This is an optimization exercise on Yosys and OpenROAD, whose aim is small area, a short achievable clock period and few clock cycles per item, not a production implementation. RTL that was checked went through simulation tests only; none was proved equivalent to the original. No functional check of the RTL was part of run 2.

==> flow/design.v (outline; a module is shown in full before it is edited, if it fits) <==
// module cordic_vec_top: 3888 lines
module cordic_vec_top (
    input  logic clk,
    input  logic rst_n,
    input  logic in_valid,
    output logic in_ready,
    input  logic signed [15:0] x_start,
    input  logic signed [15:0] y_start,
    output logic out_valid,
    input  logic out_ready,
    output logic signed [15:0] mag,
    output logic signed [31:0] theta
);
  // ...
==> flow/flow/run.sh <==
#!/bin/bash
# Own flow: the standard synthesis and layout (standard.sh), but with the
# post-synthesis / post-CTS / post-route repair_timing aiming at a larger
# setup margin (the clock period and all constraints stay the design's).
set -euo pipefail
MARGIN=$(cat flow/margin.txt)
bash standard.sh synth > synth.log 2>&1
# same make command as standard.sh, with SETUP_SLACK_MARGIN raised
CMD=$(grep '^make ' standard.sh | sed -e 's/"\${@:-finish}"//' -e "s/SETUP_SLACK_MARGIN=[^ ]*//")
eval "$CMD SETUP_SLACK_MARGIN=$MARGIN finish" > layout.log 2>&1
RES=$(ls -d orfs/results/*/cordic_vec_top/base)
: # left out here: write the final layout as DEF
==> flow/flow/margin.txt <==
5.8
==> flow/standard.sh <==
#!/bin/bash
# synth_recipe.tcl (not shown) runs the flow's synth.tcl, then flattens the netlist and writes it again
# the make line also repeats each setting of config.mk as NAME=value (left out here)
make -C /OpenROAD-flow-scripts/flow DESIGN_CONFIG=/design/flow/config.mk WORK_HOME=/design/flow/orfs CLKGATE_MAP_FILE= SYNTH_SCRIPT=/design/flow/synth_recipe.tcl "${@:-finish}"
==> flow/config.mk <==
export PLATFORM = sky130hd
export DESIGN_NAME = cordic_vec_top
export DESIGN_NICKNAME = cordic_vec_top
export VERILOG_FILES = /design/flow/design.v
export SDC_FILE = /design/flow/constraint.sdc
export NUM_CORES = 4
export LEC_CHECK = 0
export ABC_CLOCK_PERIOD_IN_PS = 3000
export CAP_MARGIN = 20
export CORE_MARGIN = 2
export CORE_UTILIZATION = 40
export CTS_CLUSTER_DIAMETER = 80
export CTS_CLUSTER_SIZE = 20
export SETUP_SLACK_MARGIN = 5
export SLEW_MARGIN = 20
==> flow/constraint.sdc <==
create_clock -name core_clock -period 9.0 [get_ports {clk}]
set_input_delay 1.8000 -clock core_clock [delete_from_list [all_inputs] [get_ports {clk}]]
set_output_delay 1.8000 -clock core_clock [all_outputs]
set_load 0.01 [all_outputs]
==> impl_metrics.ini, run 1 <==
[route]
wl_um = 83700
dr.pass1.iters = 5
dr.max_layer_used = met4
vias_per_cell = 4.95
wl_met1_um = 37000

[worst_setup_path]
crit_cells = 3
crit_path_start = out_ready
cp-endpoint = o_theta[9]$_DFFE_PP_
crit_buf_inv = 2
rr_startpoint = s13_y[5]$_DFFE_PP_
worstSetupPathType = in2reg
cp-end-kind = flop
worstPathMaxFanout = 121

[final_layout]
regArea_um2 = 21700
num-multi-input-gates = 2283
multi_input_area_um2 = 20900
n_antenna_cell = 0
largestClassByArea = sequential cells
post-route-util_pct = 45.1

[run_status]
status = timing/DRC/antenna clean

[clock_network]
root_buffer = clkbuf_16
worst_skew_pair.late_latency_ns = 0.65
cts_resized = 91

[synthesis]
synth_area_leaders = edfxtp_1 47%, ha_1 11%, fa_1 8.0%
syn_area_per_cell_um2 = 12.9
synthesis.nets = 3989

[worst_hold_path]
hold_end = s8_d[4]$_DFFE_PP_

[die]
nWellTaps = 1414
die_width_um = 334
design.die.area_um2 = 112000
coreArea_um2 = 109000
start_util_pct = 40.2
ioPinCount = 86

[placement]
dp_hpwl_um = 60400

[timing]
worst_pin_slew_ns = 0.825
min_period_over_period_pct = 36.2
slew_viol_final = 0

[grt]
grt_pass1_wl_um = 134000
busiest_layer = met2
Testbench counts, summed over its fixed seeds: cycles 16,136, items 16,000.
==> run 2, diff against run 1 <==
--- a/flow/design.v
+++ b/flow/design.v
@@ -5,26 +5,26 @@
     output logic in_ready,
     input  logic signed [15:0] x_start,
     input  logic signed [15:0] y_start,
     output logic out_valid,
     input  logic out_ready,
     output logic signed [15:0] mag,
     output logic signed [31:0] theta
 );
-    logic i_v, o_v, adv;
-    assign adv = ~o_v | out_ready;
-    assign in_ready = ~i_v;
-    logic [15:0] i_x, i_y;
-    always_ff @(posedge clk) if (~i_v) begin i_x <= x_start; i_y <= y_start; end
+    logic k_v, o_v, adv;
+    assign adv = ~k_v;
+    assign in_ready = adv;
+    logic o_en;
+    assign o_en = ~o_v | out_ready;
     logic [15:0] s0_x, s0_y;
     logic s0_v;
     logic [15:0] e_x, e_y;
-    assign e_x = i_v ? i_x : x_start;
-    assign e_y = i_v ? i_y : y_start;
+    assign e_x = x_start;
+    assign e_y = y_start;
     logic e_xn, e_yn, e_xz, e_yz, e_sf;
     assign e_xn = e_x[15]; assign e_yn = e_y[15];
     assign e_xz = (e_x == 16'd0); assign e_yz = (e_y == 16'd0);
     assign e_sf = (~e_xn & ~e_xz & ~e_yn) | (e_xn & (e_yn | e_yz));
     logic s0_cyn, s0_cxn, s0_d0;
     logic [1:0] s0_q;
     always_ff @(posedge clk) if (adv) begin
         s0_x <= e_x; s0_y <= e_y;
@@ -3849,40 +3849,44 @@
             s8_v <= 1'b0;
             s9_v <= 1'b0;
             s10_v <= 1'b0;
             s11_v <= 1'b0;
             s12_v <= 1'b0;
             s13_v <= 1'b0;
             s14_v <= 1'b0;
             s15_v <= 1'b0;
-            i_v <= 1'b0;
+            k_v <= 1'b0;
             o_v <= 1'b0;
         end else begin
             if (adv) begin
-                s0_v <= i_v | in_valid;
+                s0_v <= in_valid;
                 s1_v <= s0_v;
                 s2_v <= s1_v;
                 s3_v <= s2_v;
                 s4_v <= s3_v;
                 s5_v <= s4_v;
                 s6_v <= s5_v;
                 s7_v <= s6_v;
                 s8_v <= s7_v;
                 s9_v <= s8_v;
                 s10_v <= s9_v;
                 s11_v <= s10_v;
                 s12_v <= s11_v;
                 s13_v <= s12_v;
                 s14_v <= s13_v;
                 s15_v <= s14_v;
-                o_v <= s15_v;
             end
-            i_v <= ~adv & (i_v | in_valid);
+            k_v <= ~o_en & (k_v | s15_v);
+            if (o_en) o_v <= k_v | s15_v;
         end
     end
-    logic [15:0] o_mag;
-    logic [31:0] o_theta;
-    always_ff @(posedge clk) if (adv) begin o_mag <= f_mag; o_theta <= f_theta; end
+    logic [15:0] k_mag, o_mag;
+    logic [31:0] k_theta, o_theta;
+    always_ff @(posedge clk) if (adv) begin k_mag <= f_mag; k_theta <= f_theta; end
+    always_ff @(posedge clk) if (o_en) begin
+        o_mag <= k_v ? k_mag : f_mag;
+        o_theta <= k_v ? k_theta : f_theta;
+    end
     assign out_valid = o_v;
     assign mag = o_mag;
     assign theta = o_theta;
 endmodule
==> flow/config.mk (replaced) <==
export PLATFORM = sky130hd
export DESIGN_NAME = cordic_vec_top
export DESIGN_NICKNAME = cordic_vec_top
export VERILOG_FILES = /design/flow/design.v
export SDC_FILE = /design/flow/constraint.sdc
export NUM_CORES = 4
export LEC_CHECK = 0
export ABC_CLOCK_PERIOD_IN_PS = 2000
export CAP_MARGIN = 20
export CORE_MARGIN = 2
export CORE_UTILIZATION = 40
export CTS_CLUSTER_DIAMETER = 80
export CTS_CLUSTER_SIZE = 20
export SETUP_SLACK_MARGIN = 5
export SLEW_MARGIN = 20
==> run 2 against run 1 <==
Effect of this change:
- maximum frequency fell by 6.1%
- still clean on timing, DRC and antenna
- via count increased by 1.1%
- global-route usage is essentially flat
- first-iteration DRC count is 9.2% higher
- flip-flop and latch count rose by 17
- worst setup slack got worse by 0.21 ns
- largest cell class unchanged
- core utilization is 0.48 points higher
- highest routed layer unchanged
- synthesized cell count increased by 1.8%
==> impl_metrics.ini, run 2 <==
[synthesis]
ys_top_cells_by_count = 686 x edfxtp_1, 390 x ha_1, 306 x inv_1
synthAdderAreaFrac_pct = 19.0
synth_top_family_by_area = adder cells
synth_top_area_share_pct = 46.8
synthesis.nets = 4051
synth_compound_area_share_pct = 7.55
ys_warn_count = 1
synth_area_um2 = 44000
synth_mux_area_share_pct = 1.13
synth_area_leaders = edfxtp_1 47%, ha_1 11%, fa_1 8.0%
synthSimpleGateAreaFrac_pct = 7.35
synthDistinctLibCells = 96
syn_area_per_cell_um2 = 12.8
synth_edf_count = 686
ys_ff_latch = 752
async_reset_ff_share_pct = 2.39
yosysSeqAreaShare_pct = 50.0
synth_area_leader_cell = edfxtp_1
synth_most_common_cell = edfxtp_1
synth_xor_area_share_pct = 11.5
synthCells = 3450
synth_ff_type = edfxtp_1

[clock_network]
numCtsBuffers = 50
cts_sinks = 752
cts_tree = done
cts.path.max_buffers = 3
root_buffer = clkbuf_16
path_clk_slew_ns = 0.09
worst_skew_pair.late_latency_ns = 0.65
htree_levels = 2

[die]
die_width_um = 336
start_util_pct = 40.4
design.die.area_um2 = 113000
rows = 121
ioPinCount = 86
die_y_um = 336
coreArea_um2 = 109000

[placement]
globalplace.congestion = 0.877
dp_hpwl_um = 59700
io_buffers = 85
place_inst = 4890

[route]
drc = 0
wl_um = 84000
drt_iter0_markers = 1367
vias_per_cell = 4.92
drt-wirelength-per-cell_um = 16.5
ant_nets = 0
dr.pass1.iters = 6
vias = 25100

[final_layout]
drive_gt1_share_pct = 10.3
reg_top3 = k_theta: 32 flops, o_theta: 32 flops, s15_zu: 30 flops
post-route-util_pct = 45.6
finalNonFillerCells = 5102
n_antenna_cell = 0
area_delta_synth_final_pct = 13.0
nets = 4251
fill_cells = 9884
layout_common_cells = 686 x edfxtp_1, 377 x ha_1, 297 x inv_1
layout_commonest_cell = edfxtp_1

[grt]
grt-ovfl-total = 0
track_usage_pct = 14.9
grt_pass1_wl_um = 134000
grt_pass1_vias = 25400
grt_max_degree = 97
antenna_found_initial = 0

[job]
drv_cap = 0

[run_status]
status = timing/DRC/antenna clean

[timing]
rsz0062_at_grt = yes
min_period_over_period_pct = 38.5
clock-skew-final_ns = 0.0433
final.min_clock_period_ns = 3.47
tns_ns = 0
setup_viol = 0
fmax_mhz = 288
hold_violations = 0
slew_viol_final = 0
worst_pin_slew_ns = 0.953
slew_headroom_pct = 36.4

[worst_setup_path]
critPathMaxStageDelay_ns = 0.39
worstSetupPathType = reg2reg
cp_cell_sequence = buf_6 > buf_12 > xnor2_1 > ha_1 > o21ai_4 > a21o_1 > a211oi_4 > inv_2 > ha_4 > nand3b_1 > o21ai_2 > o221ai_2 > xor2_1 > nor3_2 > and4b_1 > o21ai_2 > xnor2_1
cp.required_ns = 9.41
worstPathMaxFanout = 5
cp_slowest_cell = edfxtp_1
arrival_ns = 3.88
cp-end-kind = flop
start_kind = flop

[worst_hold_path]
hold_path_class = reg2reg
## run 2: cell types whose count changed after synthesis, sizes merged, moves of 12 or more
cell / change
a21o: -12
a21oi: -26
clkbuf: +16
dfxtp: +16
mux2: -23
nand2: +50
nor2: +16
nor3: +33
o21ai: +22
## run 2: cell families (layout without fill, tap and decap cells)
kind of cell	Yosys count	count (layout)
AO/OA/AOI/OAI	489	489
XOR/XNOR	578	578
adder cells (fa/ha/maj)	565	565
buffers and inverters	383	621
flip-flops	752	752
multiplexers	45	45
AND/OR/NAND/NOR	638	638
## run 2: worst max-delay path: cells and delay by family, from the launching register on
family                     cells  cell delay, ns
AOI/OAI and AO/OA              6            0.94
buffers and inverters          3            0.35
adders and majority gates      2            0.51
xor gates and xnor gates       3            0.34
and+or+nand+nor                3            0.66
DFF                            1            0.39
## run 2: final timing paths
kind / startpoint / end / slack [ns] / cells after the start
min in group asynchronous: rst_n / s2_v$_DFFE_PN0N_ / 1.67 / 1
max: s13_y[5]$_DFFE_PN_ / s14_x[13]$_DFFE_PN_ / 5.53 / 17
min reg2reg: s6_d[1]$_DFFE_PN_ / s7_d[1]$_DFFE_PN_ / 0.38 / 0
min: s6_d[1]$_DFFE_PN_ / s7_d[1]$_DFFE_PN_ / 0.38 / 0
max in group asynchronous: rst_n / k_v$_DFF_PN0_ / 6.64 / 1
max reg2reg: s13_y[5]$_DFFE_PN_ / s14_x[13]$_DFFE_PN_ / 5.53 / 17
## run 2: area by class of cell
class | instances | area, um^2 | area share, %
flip-flops and latches | 752 | 22000 | 44.3
clock buffers | 70 | 1390 | 2.80
well taps | 1414 | 1770 | 3.56
repair inverters | 3 | 48.8 | 0.0981
repair buffers | 219 | 2050 | 4.13
clock inverters | 20 | 264 | 0.531
inverters | 309 | 1190 | 2.40
multi-input cells | 2315 | 21000 | 42.2
## run 2: stage by stage
step                      worst slack, ns  area (um^2)  hold slack (ns)
after floorplan                      5.03        44200            0.400
after global placement               4.86        46500            0.400
after detailed placement             4.77        46500            0.405
after CTS                            5.58        48800            0.383
after global routing                 5.28        49700            0.386
final                                5.53        49700            0.382
## run 2: timing repair
item,CTS,global route
resized for setup,91,83
pin swaps,17,38
endpoints found under the setup margin,266,123
buffers inserted,50,65
hold buffers,0,0
gates cloned,5,2
## run 2: layer usage
layer,global-route usage (%),wire length (um),up-vias
met5,0,0,-
met3,2.08,2400,100
li1,-,-,12500
met4,3.94,2040,0
met1,18.0,35800,12200
met2,27.6,43800,262

port drivers added, routing unchanged:
Ports are ideal in the flow. The routed layouts listed here were re-timed in OpenROAD.
Step 1 (the two cells are an assumption about what drives the block):
set clk [get_ports {clk}]
set_driving_cell -lib_cell sky130_fd_sc_hd__clkbuf_16 $clk
set_driving_cell -lib_cell sky130_fd_sc_hd__buf_2 [delete_from_list [all_inputs] $clk]
Step 2 moves the port delays by t, midway between the first and last clock arrival at a register: inputs arrive t later, outputs are due t later. That takes back most of the time a late clock gives input paths.
a / b / c = ideal ports / drivers / drivers and shift; a / b = the first two.
run	t (ns)	slack for setup (ns)	worst setup path after step 2	latest minus earliest clock arrival (ns)	cell pins on the clock port's net
run 1	0.700	5.743 / 5.698 / 5.088	input to register	0.039 / 0.040	1
run 2	0.711	5.532 / 5.532 / 5.404	input to register	0.059 / 0.059	1
After both steps setup and hold are still met in every run listed. For run 1, which loses most, drivers alone change the setup slack by -0.045 ns; drivers and shift together by -0.655 ns.
